What follows belongs to an exercise in optimizing a design on an open flow for small area, a short achievable clock period and few clock cycles; a production flow would make more cautious choices. At most, simulation tests tie the RTL to the original design; equivalence was not proved. The RTL of run 2 was laid out without a check of its function.

==> flow/design.v, too long to show whole: its modules and the start of the top module <==
// module SNN: 1636 lines
module SNN(
	clk,
	rst_n,
	in_valid,
	img,
	ker,
	weight,
	out_valid,
	out_data
);
  // ...
==> flow/flow/run.sh <==
#!/bin/bash
# The standard layout with one netlist pass between synthesis and floorplan:
# flow/invopt.py folds away the inverters that Yosys's full-adder extraction
# leaves between full adder cells (a full adder is self-dual, so adders are
# flipped to need fewer inverters). Registers and all other cells are kept.
# Each tool writes its full output to its own log in this folder.
set -euo pipefail
R=orfs/results/${FLOW_PLATFORM}/SNN/base
bash standard.sh synth > synth.log 2>&1
cp "$R/1_2_yosys.v" 1_2_yosys.before_invopt.v
python3 flow/invopt.py "$R/1_2_yosys.v" > invopt.log 2>&1
rm -f "$R/1_synth.odb" "$R/1_synth.sdc"
# repair aims at a setup slack of 10 ns (the clock period is unchanged)
bash standard.sh finish SETUP_SLACK_MARGIN=10 > layout.log 2>&1
==> flow/flow/invopt.py <==
#!/usr/bin/env python3
"""Removes the inverters that Yosys's full-adder extraction leaves between
full adder cells. A full adder is self-dual (FA(~a,~b,~c) = ~FA(a,b,c) on
both outputs), so each full adder may be flipped: its inputs and outputs
change polarity. Flips are chosen by local search to minimise the number of
signals whose complement is needed; then every inverter is rebuilt, one per
signal that needs its complement. Registers and all other cells are kept.
usage: invopt.py netlist.v  (rewrites the file in place)"""
import re, sys

path = sys.argv[1]
src = open(path).read()
m = re.search(r'^(.*?\bmodule\s+\S+\s*\(.*?\);)(.*)(\bendmodule\b.*)$', src, re.S)
head, body, tail = m.group(1), m.group(2), m.group(3)

OUTS = {'X', 'Y', 'Q', 'Q_N', 'SUM', 'COUT', 'HI', 'LO'}
stmts = [s for s in body.split(';')]
decls, insts, others = [], [], []
inst_re = re.compile(r'^\s*(sky130_fd_sc_hd__\w+)\s+(\S+)\s*\((.*)\)\s*$', re.S)
pin_re = re.compile(r'\.(\w+)\s*\(\s*(.*?)\s*\)\s*(?:,|$)', re.S)
for s in stmts:
    t = re.sub(r'\(\*.*?\*\)', '', s).strip()
    if not t:
        continue
    mi = inst_re.match(t)
    if mi:
        pins = [(p, n.strip()) for p, n in pin_re.findall(mi.group(3))]
        insts.append([mi.group(1), mi.group(2), pins])
    elif re.match(r'^(input|output|inout|wire|reg)\b', t):
        decls.append(t)
    else:
        others.append(t)

# nets referenced outside cell pins (ports, assigns) stay as they are
port_nets = set()
for d in decls:
    if d.startswith('output') or d.startswith('input'):
        pass
fixed_text = ' '.join(others)

driver = {}
for idx, (typ, name, pins) in enumerate(insts):
    for p, n in pins:
        if p in OUTS:
            driver[n] = (idx, p)

def is_inv(idx):
    return insts[idx][0].startswith('sky130_fd_sc_hd__inv_')

out_ports = set()
for d in decls:
    mo = re.match(r'^output\s+(?:\[(\d+):(\d+)\]\s*)?(\S+)', d)
    if mo:
        if mo.group(1):
            for b in range(int(mo.group(2)), int(mo.group(1)) + 1):
                out_ports.add(f'{mo.group(3)}[{b}]')
        else:
            out_ports.add(mo.group(3))

def keep_inv(idx):
    y = dict(insts[idx][2])['Y']
    return y in out_ports or y in fixed_text

def root(n):
    """(root net, parity) following removable inverters"""
    par = 0
    seen = 0
    while n in driver and is_inv(driver[n][0]) and not keep_inv(driver[n][0]) and seen < 100:
        n = dict(insts[driver[n][0]][2])['A']
        par ^= 1
        seen += 1
    return n, par

# consumers: (inst idx, pin, root, parity)
cons = []
for idx, (typ, name, pins) in enumerate(insts):
    if is_inv(idx) and not keep_inv(idx):
        continue
    for p, n in pins:
        if p in OUTS:
            continue
        r, par = root(n)
        cons.append([idx, p, r, par])

fa = [i for i, (t, _, _) in enumerate(insts) if t.startswith('sky130_fd_sc_hd__fa_')]
fa_set = set(fa)
flip = {i: 0 for i in fa}

def drv_flip(r):
    d = driver.get(r)
    if d and d[0] in fa_set:
        return flip[d[0]]
    return 0

# simple gates that have a complementary cell with the same inputs: a root
# driven by one whose consumers all want the complement is swapped instead
SWAP = {}
for a, b in [('and2_1', 'nand2_1'), ('or2_1', 'nor2_1'), ('xor2_1', 'xnor2_1'),
             ('and3_1', 'nand3_1'), ('or3_1', 'nor3_1'), ('a21o_1', 'a21oi_1'),
             ('o21a_1', 'o21ai_1'), ('a22o_1', 'a22oi_1'), ('o22a_1', 'o22ai_1'),
             ('a31o_1', 'a31oi_1'), ('a211o_1', 'a211oi_1'), ('o211a_1', 'o211ai_1')]:
    SWAP['sky130_fd_sc_hd__' + a] = ('sky130_fd_sc_hd__' + b, 'X', 'Y')
    SWAP['sky130_fd_sc_hd__' + b] = ('sky130_fd_sc_hd__' + a, 'Y', 'X')
def swappable(r):
    d = driver.get(r)
    return d is not None and insts[d[0]][0] in SWAP and r not in out_ports and r not in fixed_text

by_root = {}
for c in cons:
    by_root.setdefault(c[2], []).append(c)
def comp_state(r):
    """0: no consumer wants the complement, 1: some do (an inverter), 2: all
    do and the driver can be swapped for its complement instead"""
    f = drv_flip(r)
    es = [par ^ f ^ (flip[idx] if idx in fa_set else 0) for idx, p, rr, par in by_root[r]]
    if not any(es):
        return 0
    if all(es) and swappable(r):
        return 2
    return 1
def need_comp(r):
    return 1 if comp_state(r) == 1 else 0
def cost_around(i):
    roots = set()
    for p, n in insts[i][2]:
        if p in OUTS:
            roots.add(n)
        else:
            roots.add(root(n)[0])
    return sum(need_comp(r) for r in roots if r in by_root), roots

before = sum(need_comp(r) for r in by_root)
def descend():
    rounds = 0
    improved = True
    while improved and rounds < 50:
        improved = False
        rounds += 1
        for i in fa:
            c0, roots = cost_around(i)
            flip[i] ^= 1
            c1 = sum(need_comp(r) for r in roots if r in by_root)
            if c1 < c0:
                improved = True
            else:
                flip[i] ^= 1
    return rounds
import random
rng = random.Random(1)
rounds = descend()
best = (sum(need_comp(r) for r in by_root), dict(flip))
for trial in range(300):
    # perturb the best solution and descend again
    for i in fa:
        flip[i] = best[1][i]
    for i in rng.sample(fa, max(1, len(fa) // 10)):
        flip[i] ^= 1
    descend()
    c = sum(need_comp(r) for r in by_root)
    if c < best[0]:
        best = (c, dict(flip))
for i in fa:
    flip[i] = best[1][i]
after = sum(need_comp(r) for r in by_root)

# rebuild: remove removable inverters, one new inverter per root needing its complement
comp_net = {}
new_insts = []
swapped = set()
k = 0
for r in sorted(by_root):
    if comp_state(r) == 2:
        swapped.add(r)
        comp_net[r] = r
    elif need_comp(r):
        k += 1
        nn = f'_invopt_n{k}_'
        comp_net[r] = nn
        new_insts.append(['sky130_fd_sc_hd__inv_1', f'_invopt_{k}_', [('A', r), ('Y', nn)]])
newpins = {}
for idx, p, r, par in cons:
    e = par ^ drv_flip(r) ^ (flip[idx] if idx in fa_set else 0)
    newpins[(idx, p)] = comp_net[r] if e else r
out = []
for idx, (typ, name, pins) in enumerate(insts):
    if is_inv(idx) and not keep_inv(idx):
        continue
    ps = [(p, newpins.get((idx, p), n)) for p, n in pins]
    outnets = [n for p, n in pins if p in OUTS]
    if outnets and outnets[0] in swapped:
        ntyp, po, pn = SWAP[typ]
        typ = ntyp
        ps = [(pn if p == po else p, n) for p, n in ps]
    out.append([typ, name, ps])
out += new_insts

def net(n):
    return n + ' ' if n.startswith('\\') else n
lines = [head]
for d in decls:
    lines.append('  ' + d + ' ;')
for d in new_insts:
    lines.append(f'  wire {d[2][1][1]};')
for typ, name, ps in out:
    conn = ',\n    '.join(f'.{p}({net(n)})' for p, n in ps)
    lines.append(f'  {typ} {net(name)}(\n    {conn}\n  );')
for o in others:
    lines.append('  ' + o + ' ;')
lines.append(tail)
open(path, 'w').write('\n'.join(lines) + ('\n' if not tail.endswith('\n') else ''))
ninv = sum(1 for i in range(len(insts)) if is_inv(i))
print(f'invopt: {ninv} inverters before, {len(new_insts)} after '
      f'({sum(1 for i in range(len(insts)) if is_inv(i) and keep_inv(i))} kept on ports); '
      f'{sum(flip.values())} of {len(fa)} full adders flipped; {len(swapped)} gates swapped')
==> flow/standard.sh <==
#!/bin/bash
# synth_recipe.tcl (not shown) runs the flow's synth.tcl, then flattens the netlist and writes it again
# the make line also repeats each setting of config.mk as NAME=value (left out here)
make -C /OpenROAD-flow-scripts/flow DESIGN_CONFIG=/design/flow/config.mk WORK_HOME=/design/flow/orfs CLKGATE_MAP_FILE= SYNTH_SCRIPT=/design/flow/synth_recipe.tcl "${@:-finish}"
==> flow/config.mk <==
export PLATFORM = sky130hd
export DESIGN_NAME = SNN
export DESIGN_NICKNAME = SNN
export VERILOG_FILES = /design/flow/design.v
export SDC_FILE = /design/flow/constraint.sdc
export NUM_CORES = 4
export LEC_CHECK = 0
export CAP_MARGIN = 50
export CORE_MARGIN = 2
export CORE_UTILIZATION = 60
export CTS_BUF_LIST = sky130_fd_sc_hd__clkbuf_16
export CTS_CLUSTER_DIAMETER = 60
export CTS_CLUSTER_SIZE = 24
export SLEW_MARGIN = 70
==> flow/constraint.sdc <==
create_clock -name core_clock -period 15.0 [get_ports {clk}]
set_input_delay 3.0000 -clock core_clock [delete_from_list [all_inputs] [get_ports {clk}]]
set_output_delay 3.0000 -clock core_clock [all_outputs]
set_load 0.01 [all_outputs]
==> impl_metrics.tcl, run 1 <==
set metrics [dict create \
    status "no timing/DRC/antenna violations" \
    areaGrowthSynthToFinish_pct 11.2 \
    gp_congestion 0.904 \
    start_util 0.607 \
    seq_cells 541 \
    hold_viol 0 \
    critPathCapture "s2[15]" \
    fin_crit_sh 0.329 \
    wl_met3_microns 4940 \
    grt_pass1_wl_microns 142000 \
    critPathBufInv 3 \
    fin_ws_ns 10.06 \
    post-route-util 0.675 \
    cts_resized 41 \
    hold_depth 0 \
    worst-path-max-fanout 5 \
    reg_top3 "lb: 80 flops, k: 72 flops" \
    top_layer_used "met5" \
    critPathSlowestCell "fa_2" \
    via_count 21632 \
    min_path_type "reg2reg" \
    use_met3 0.0466 \
    num_rows 90 \
    dp_cells 3619 \
    seq_share 0.318 \
    portBuffers 37 \
    buffer_area_frac 0.0228 \
    drc_errors 0 \
    slew_headroom 0.691 \
    cts.path.max_buffers 3 \
    cts_hold_buf 0 \
    n_all_buffers 105 \
    finalCriticalPeriod_ns 4.94 \
    worst-path-stages 15 \
    max_slew.worst_pin.slew_ns 0.463 \
    viasPerCell 5.77 \
    first_pass_iters 7 \
    reg2reg_slack_ns 10.06 \
]
Testbench counts, summed over its fixed seeds: cycles 24,648.
==> run 2, diff against run 1 <==
--- a/flow/design.v
+++ b/flow/design.v
@@ -69,17 +69,18 @@
 wire [7:0] pb = px;
 wire [7:0] k0 = k[0], k1 = k[1], k2 = k[2], k3 = k[3], k4 = k[4],
            k5 = k[5], k6 = k[6], k7 = k[7], k8 = k[8];
 reg        fa_a, fa_b, fa_cd, fb_cd;
 reg  [7:0] q3;
 reg  [7:0] mx [0:1];
 wire [7:0] nt2 = lb[9];
 wire [7:0] nm2 = lb[3];
-reg  [7:0] ua, um;
+wire [7:0] ua = fa_a ? mx[0] : lb[10];
+wire [7:0] um = fa_a ? 8'd0 : lb[4];
 wire [7:0] kw0 = fa_a ? w[0] : k0;
 wire [7:0] kw1 = fa_a ? w[1] : k1;
 reg  [7:0] pbm, kw6, kw7;
 reg  [16:0] tm0a, tm0b, tm1a, tm1b, tm2a, tm2b;
 wire [16:0] tm0a_n, tm0b_n, tm1a_n, tm1b_n, tm2a_n, tm2b_n;
 reg [17:0] s1;
 reg [18:0] s2;
 reg [19:0] cv;
@@ -1481,18 +1482,16 @@
 end
 wire a_cd = v1 && row1 == 5 && col1 == 5;
 wire a_ab = v1 && row1 == 4 && col1 == 3;
 wire       bq = fa_a && fa_cd && gt2;
 wire [7:0] vr = !fa_a ? img : !fa_cd ? mx[1] : pool;
 wire a_next = a_cd || a_ab;
 always @(posedge clk) begin
 	pbm <= ({8{bq}} & qp[22:15]) | ({8{!bq}} & vr);
-	ua <= a_next ? (a_cd ? pool : mx[0]) : lb[9];
-	um <= a_next ? 8'd0 : lb[3];
 	kw6 <= fa_a ? w[2] : k6;
 	kw7 <= fa_a ? w[3] : k7;
 end
 reg  v5;
 always @(posedge clk or negedge rst_n) begin
 	if(!rst_n) begin
 		fa_a <= 0; fa_b <= 0; fa_cd <= 0; fb_cd <= 0; v5 <= 0;
 	end
==> flow/flow/run.sh (replaced) <==
#!/bin/bash
# The standard layout with one netlist pass between synthesis and floorplan:
# flow/invopt.py folds away the inverters that Yosys's full-adder extraction
# leaves between full adder cells (a full adder is self-dual, so adders are
# flipped to need fewer inverters, and simple gates swapped for their
# complementary cells). Registers and all other cells are kept.
# Each tool writes its full output to its own log in this folder.
set -euo pipefail
R=orfs/results/${FLOW_PLATFORM}/SNN/base
bash standard.sh synth > synth.log 2>&1
cp "$R/1_2_yosys.v" 1_2_yosys.before_invopt.v
python3 flow/invopt.py "$R/1_2_yosys.v" > invopt.log 2>&1
rm -f "$R/1_synth.odb" "$R/1_synth.sdc"
# repair aims at a setup slack of 10 ns (the clock period is unchanged)
bash standard.sh finish SETUP_SLACK_MARGIN=10 > layout.log 2>&1
--- a/flow/flow/invopt.py
+++ b/flow/flow/invopt.py
@@ -1,15 +1,17 @@
 #!/usr/bin/env python3
 """Removes the inverters that Yosys's full-adder extraction leaves between
 full adder cells. A full adder is self-dual (FA(~a,~b,~c) = ~FA(a,b,c) on
 both outputs), so each full adder may be flipped: its inputs and outputs
 change polarity. Flips are chosen by local search to minimise the number of
-signals whose complement is needed; then every inverter is rebuilt, one per
-signal that needs its complement. Registers and all other cells are kept.
+signals whose complement is needed; a simple gate whose loads all want its
+complement is swapped for its complementary cell (and2 <-> nand2, ...);
+then every remaining inverter is rebuilt, one per signal that needs its
+complement. Registers and all other cells are kept as they are.
 usage: invopt.py netlist.v  (rewrites the file in place)"""
 import re, sys
 
 path = sys.argv[1]
 src = open(path).read()
 m = re.search(r'^(.*?\bmodule\s+\S+\s*\(.*?\);)(.*)(\bendmodule\b.*)$', src, re.S)
 head, body, tail = m.group(1), m.group(2), m.group(3)
 
@@ -89,42 +91,73 @@
 def drv_flip(r):
     d = driver.get(r)
     if d and d[0] in fa_set:
         return flip[d[0]]
     return 0
 
 # simple gates that have a complementary cell with the same inputs: a root
 # driven by one whose consumers all want the complement is swapped instead
+INV_AREA = 3.75
+PAIRS = [('and2_1','nand2_1',6.26,3.75,'X','Y'), ('or2_1','nor2_1',6.26,3.75,'X','Y'),
+    ('xor2_1','xnor2_1',8.76,8.76,'X','Y'), ('and3_1','nand3_1',6.26,5.00,'X','Y'),
+    ('or3_1','nor3_1',6.26,5.00,'X','Y'), ('nor2b_1','or2b_1',6.26,7.51,'Y','X'),
+    ('nand2b_1','and2b_1',6.26,7.51,'Y','X'), ('a21o_1','a21oi_1',7.51,5.00,'X','Y'),
+    ('o21a_1','o21ai_1',7.51,5.00,'X','Y'), ('o21a_1','o21ai_0',7.51,5.00,'X','Y'),
+    ('a22o_1','a22oi_1',8.76,7.51,'X','Y'), ('o22a_1','o22ai_1',8.76,6.26,'X','Y'),
+    ('a31o_1','a31oi_1',8.76,6.26,'X','Y'), ('a211o_1','a211oi_1',8.76,7.51,'X','Y'),
+    ('o211a_1','o211ai_1',10.01,7.51,'X','Y'), ('mux2_1','mux2i_1',11.26,10.01,'X','Y'),
+    ('and4_1','nand4_1',8.76,6.26,'X','Y'), ('or4_1','nor4_1',7.51,6.26,'X','Y'),
+    ('a21bo_1','a21boi_0',10.01,7.51,'X','Y'), ('o21ba_1','o21bai_1',10.01,7.51,'X','Y'),
+    ('a2bb2o_1','a2bb2oi_1',10.01,8.76,'X','Y'), ('o2bb2a_1','o2bb2ai_1',10.01,8.76,'X','Y'),
+    ('a32o_1','a32oi_1',10.01,8.76,'X','Y'), ('o31a_1','o31ai_1',8.76,7.51,'X','Y'),
+    ('o32a_1','o32ai_1',10.01,8.76,'X','Y'), ('a311o_1','a311oi_1',10.01,8.76,'X','Y'),
+    ('o311a_1','o311ai_0',10.01,8.76,'X','Y'), ('a41o_1','a41oi_1',10.01,8.76,'X','Y'),
+    ('o41a_1','o41ai_1',11.26,8.76,'X','Y'), ('a221o_1','a221oi_1',10.01,8.76,'X','Y'),
+    ('o221a_1','o221ai_1',11.26,8.76,'X','Y'), ('a2111o_1','a2111oi_0',11.26,8.76,'X','Y'),
+    ('o2111a_1','o2111ai_1',11.26,8.76,'X','Y'), ('and3b_1','nand3b_1',8.76,7.51,'X','Y'),
+    ('or3b_1','nor3b_1',8.76,7.51,'X','Y'), ('and4b_1','nand4b_1',10.01,8.76,'X','Y'),
+    ('or4b_1','nor4b_1',10.01,8.76,'X','Y')]
+# cell -> (complementary cell, its output pin here, output pin there, area change)
 SWAP = {}
-for a, b in [('and2_1', 'nand2_1'), ('or2_1', 'nor2_1'), ('xor2_1', 'xnor2_1'),
-             ('and3_1', 'nand3_1'), ('or3_1', 'nor3_1'), ('a21o_1', 'a21oi_1'),
-             ('o21a_1', 'o21ai_1'), ('a22o_1', 'a22oi_1'), ('o22a_1', 'o22ai_1'),
-             ('a31o_1', 'a31oi_1'), ('a211o_1', 'a211oi_1'), ('o211a_1', 'o211ai_1')]:
-    SWAP['sky130_fd_sc_hd__' + a] = ('sky130_fd_sc_hd__' + b, 'X', 'Y')
-    SWAP['sky130_fd_sc_hd__' + b] = ('sky130_fd_sc_hd__' + a, 'Y', 'X')
+for a, b, aa, ab, oa, ob in PAIRS:
+    pa, pb = 'sky130_fd_sc_hd__' + a, 'sky130_fd_sc_hd__' + b
+    SWAP.setdefault(pa, (pb, oa, ob, ab - aa))
+    SWAP.setdefault(pb, (pa, ob, oa, aa - ab))
 def swappable(r):
     d = driver.get(r)
     return d is not None and insts[d[0]][0] in SWAP and r not in out_ports and r not in fixed_text
 
 by_root = {}
 for c in cons:
     by_root.setdefault(c[2], []).append(c)
 def comp_state(r):
-    """0: no consumer wants the complement, 1: some do (an inverter), 2: all
-    do and the driver can be swapped for its complement instead"""
+    """(state, area): 0 no consumer wants the complement; 1 some do (an
+    inverter); 2 all do and swapping the driver for its complementary cell
+    costs less than an inverter"""
     f = drv_flip(r)
     es = [par ^ f ^ (flip[idx] if idx in fa_set else 0) for idx, p, rr, par in by_root[r]]
     if not any(es):
-        return 0
+        return 0, 0.0
     if all(es) and swappable(r):
-        return 2
-    return 1
+        d = SWAP[insts[driver[r][0]][0]][3]
+        if d < INV_AREA:
+            return 2, d
+    return 1, INV_AREA
+PHASE = [1]
 def need_comp(r):
-    return 1 if comp_state(r) == 1 else 0
+    st, a = comp_state(r)
+    if PHASE[0] == 1:
+        # first phase: count inverters only, any swap is free
+        if st == 0:
+            return 0.0
+        f = drv_flip(r)
+        es = [par ^ f ^ (flip[idx] if idx in fa_set else 0) for idx, p, rr, par in by_root[r]]
+        return 0.0 if (all(es) and swappable(r)) else 1.0
+    return a
 def cost_around(i):
     roots = set()
     for p, n in insts[i][2]:
         if p in OUTS:
             roots.add(n)
         else:
             roots.add(root(n)[0])
     return sum(need_comp(r) for r in roots if r in by_root), roots
@@ -135,65 +168,70 @@
     improved = True
     while improved and rounds < 50:
         improved = False
         rounds += 1
         for i in fa:
             c0, roots = cost_around(i)
             flip[i] ^= 1
             c1 = sum(need_comp(r) for r in roots if r in by_root)
-            if c1 < c0:
+            if c1 < c0 - 1e-9:
                 improved = True
             else:
                 flip[i] ^= 1
     return rounds
 import random
 rng = random.Random(1)
-rounds = descend()
-best = (sum(need_comp(r) for r in by_root), dict(flip))
-for trial in range(300):
-    # perturb the best solution and descend again
+def search(trials):
+    descend()
+    best = (sum(need_comp(r) for r in by_root), dict(flip))
+    for trial in range(trials):
+        # perturb the best solution and descend again
+        for i in fa:
+            flip[i] = best[1][i]
+        for i in rng.sample(fa, max(1, len(fa) // 10)):
+            flip[i] ^= 1
+        descend()
+        c = sum(need_comp(r) for r in by_root)
+        if c < best[0] - 1e-9:
+            best = (c, dict(flip))
     for i in fa:
         flip[i] = best[1][i]
-    for i in rng.sample(fa, max(1, len(fa) // 10)):
-        flip[i] ^= 1
-    descend()
-    c = sum(need_comp(r) for r in by_root)
-    if c < best[0]:
-        best = (c, dict(flip))
-for i in fa:
-    flip[i] = best[1][i]
+search(300)
+PHASE[0] = 2
+before = len([i for i in range(len(insts)) if is_inv(i)]) * INV_AREA
+search(100)
 after = sum(need_comp(r) for r in by_root)
 
 # rebuild: remove removable inverters, one new inverter per root needing its complement
 comp_net = {}
 new_insts = []
 swapped = set()
 k = 0
 for r in sorted(by_root):
-    if comp_state(r) == 2:
+    if comp_state(r)[0] == 2:
         swapped.add(r)
         comp_net[r] = r
-    elif need_comp(r):
+    elif comp_state(r)[0] == 1:
         k += 1
         nn = f'_invopt_n{k}_'
         comp_net[r] = nn
         new_insts.append(['sky130_fd_sc_hd__inv_1', f'_invopt_{k}_', [('A', r), ('Y', nn)]])
 newpins = {}
 for idx, p, r, par in cons:
     e = par ^ drv_flip(r) ^ (flip[idx] if idx in fa_set else 0)
     newpins[(idx, p)] = comp_net[r] if e else r
 out = []
 for idx, (typ, name, pins) in enumerate(insts):
     if is_inv(idx) and not keep_inv(idx):
         continue
     ps = [(p, newpins.get((idx, p), n)) for p, n in pins]
     outnets = [n for p, n in pins if p in OUTS]
     if outnets and outnets[0] in swapped:
-        ntyp, po, pn = SWAP[typ]
+        ntyp, po, pn, _ = SWAP[typ]
         typ = ntyp
         ps = [(pn if p == po else p, n) for p, n in ps]
     out.append([typ, name, ps])
 out += new_insts
 
 def net(n):
     return n + ' ' if n.startswith('\\') else n
 lines = [head]
@@ -204,11 +242,11 @@
 for typ, name, ps in out:
     conn = ',\n    '.join(f'.{p}({net(n)})' for p, n in ps)
     lines.append(f'  {typ} {net(name)}(\n    {conn}\n  );')
 for o in others:
     lines.append('  ' + o + ' ;')
 lines.append(tail)
 open(path, 'w').write('\n'.join(lines) + ('\n' if not tail.endswith('\n') else ''))
 ninv = sum(1 for i in range(len(insts)) if is_inv(i))
-print(f'invopt: {ninv} inverters before, {len(new_insts)} after '
+print(f'invopt: area of inverters and swaps {before:.1f} -> {after:.1f} um2; {ninv} inverters before, {len(new_insts)} after '
       f'({sum(1 for i in range(len(insts)) if is_inv(i) and keep_inv(i))} kept on ports); '
       f'{sum(flip.values())} of {len(fa)} full adders flipped; {len(swapped)} gates swapped')
==> run 2 against run 1 <==
  * Still clean
  * Largest cell class unchanged
  * Count of clock-buffer cells in the layout increased by 1
  * Design area decreased by 1.2%
  * Critical path depth did not move
  * Wire length fell by 0.88%
  * Via count is 2.4% higher
  * Final cell count increased by 4.1%
==> impl_metrics.tcl, run 2 <==
set metrics [dict create \
    cts_tree "built" \
    overflow 0 \
    gr-usage-met1 0.411 \
    setup.worst_path.class "reg2reg" \
    finalCriticalPeriod_ns 4.92 \
    netlist_instances 2976 \
    fin_tns_setup_ns 0 \
    syn_area_per_cell_sq_um 12.2 \
    fin_ws_ns 10.08 \
    use_met3 0.0417 \
    gp_congestion 0.934 \
    initialDrtViolationCount 1491 \
    coreArea_sq_mm 0.0600 \
    timing.hold.ws_ns 0.299 \
    grt_max_degree 42 \
    r2r_cells 15 \
    start_kind "flop" \
    h-tree-depth 2 \
    die_h_microns 250 \
    first_pass_iters 5 \
    hold_viol 0 \
    hp-start "lb[2][0]" \
    status "no timing/DRC/antenna violations" \
    fmax_ghz 0.203 \
    final-setup-viol-count 0 \
    final_cell_mix "595 x fa_1, 347 x nand2_1, 268 x inv_1" \
    maxCapViolCount 0 \
    grt_use_met2 0.496 \
    cts_hold_buf 0 \
    layout-drive-gt1-share 0.107 \
    worst-path-max-fanout 8 \
    cts.clk_slew.worst_paths_ns 0.09 \
    place_ws_ns 9.78 \
    grt_pass1_wl_microns 142000 \
    cts.path.max_buffers 3 \
    skew_ns 0.0531 \
    final_cells 3903 \
    reg_top3 "lb: 88 flops, k: 72 flops" \
    cts_root_buffer "clkbuf_16" \
    final_common_cell "fa_1" \
    grt_pass1_vias 24393 \
    reg2reg_slack_ns 10.08 \
    largest_reg_flops 88 \
    grt_antenna_before_repair 2 \
    cts_sinks 533 \
    grt_use_total 0.303 \
    top_usage_layer "met2" \
    hold_end "lb[3][0]" \
    start_util 0.603 \
    ioPinCount 38 \
    netlist_area_sq_mm 0.0362 \
    viasPerCell 5.67 \
    slew_headroom 0.685 \
    ant_nets 0 \
    rr_startpoint "kw7[6]" \
    fin_crit_sh 0.328 \
    dieArea_sq_mm 0.0623 \
    portBuffers 37 \
    antenna_cells 0 \
    clk-insertion-delay-late_ns 0.63 \
    ys_warn_count 5 \
    wl_per_cell_microns 23.0 \
    num_rows 90 \
    via_count 22149 \
    cts_buffers 44 \
    max_slew.worst_pin.slew_ns 0.473 \
    slew_viol_final 0 \
    hold_depth 0 \
    end_kind "flop" \
    rsz0062_at_grt "true" \
    syn_nets 3853 \
    wl_microns 89900 \
    crit_arrival_ns 5.42 \
    num-nets-final 3962 \
    r2r-end "s2[18]" \
    worst-endpoint-required_ns 15.50 \
    dp_cells 3789 \
    min_path_type "reg2reg" \
    dieWidth_microns 250 \
    drc_errors 0 \
    place.detailed.hpwl_microns 71800 \
    top_register "lb" \
    areaGrowthSynthToFinish_pct 11.2 \
]
[run 2: how the worst max path moves through the flow]
stage,cells past startpoint,endpoint,startpoint,slack (ns)
2_1_floorplan,16,s2[18],pbm[1],10.03
3_3_place_gp,16,s2[18],pbm[2],9.69
3_5_place_dp,15,s2[18],kw7[6],9.78
4_1_cts,15,s2[18],kw7[7],9.95
5_1_grt,15,s2[18],kw7[6],9.95
6_report,15,s2[18],kw7[6],10.08
[run 2: timing repair]
item / 4_1_cts / 5_1_grt
pin swaps: 5 / 6
setup endpoints to repair: 23 / 26
resized for setup: 22 / 25
buffers inserted: 10 / 14
cloned: 1 / 0
[run 2: per-layer routing]
metal	wire length [microns]	vias to the layer above
li1	-	9858
met1	37300	11343
met2	43200	745
met3	5230	203
met4	4150	0
met5	0	-
[run 2: stage by stage]
| stage | utilization | instance area, sq um |
|---|---|---|
| 6_report | 0.671 | 40300 |
| 5_1_grt | 0.671 | 40300 |
| 4_1_cts | 0.665 | 39900 |
| 3_5_place_dp | 0.636 | 38100 |
| 3_3_place_gp | 0.626 | 37600 |
| 2_1_floorplan | - | 36200 |
[run 2: area by class of cell]
class	count	area, sq um
Sequential cell	533	12800
Multi-Input combinational cell	2125	22800
Tap cell	782	978
Inverter	270	1020
Clock inverter	38	534
Fill cell	4433	19800
Timing Repair Buffer	111	1010
Clock buffer	44	1100
[run 2: critical path, stage by stage, from the launching register on]
cell and delay [ns]:
dfxtp_4 0.39, and2_4 0.17, fa_1 0.48, fa_1 0.57
fa_1 0.44, fa_1 0.52, fa_1 0.46, ha_4 0.28
a21oi_1 0.10, o21ai_0 0.09, a21boi_2 0.18, a41o_1 0.21
or4_4 0.44, a311oi_4 0.25, a21oi_2 0.09, xor2_1 0.15

==> re-timing with driven ports <==
In the flow no input, the clock included, has a driving cell. The finished layouts below were timed again as built, in two steps.
Step 1 sets driving cells, clkbuf_16 on the clock port and buf_2 on the other inputs (assumed; they add their load-dependent delay and slew).
Step 2, shift: input delay + t, output delay - t, t = (earliest + latest rising clock arrival at the registers) / 2. This alone moves slack from input paths to output paths.
Slacks: ideal / step 1 / step 2; pairs: ideal / step 1.
run | t, ns | setup WS [ns] | pins driven straight from the clock port
run 1 | 0.680 | 10.058 / 10.058 / 10.058 | 1
run 2 | 0.670 | 10.081 / 10.081 / 10.081 | 1
After both steps setup and hold are still met in every run listed.
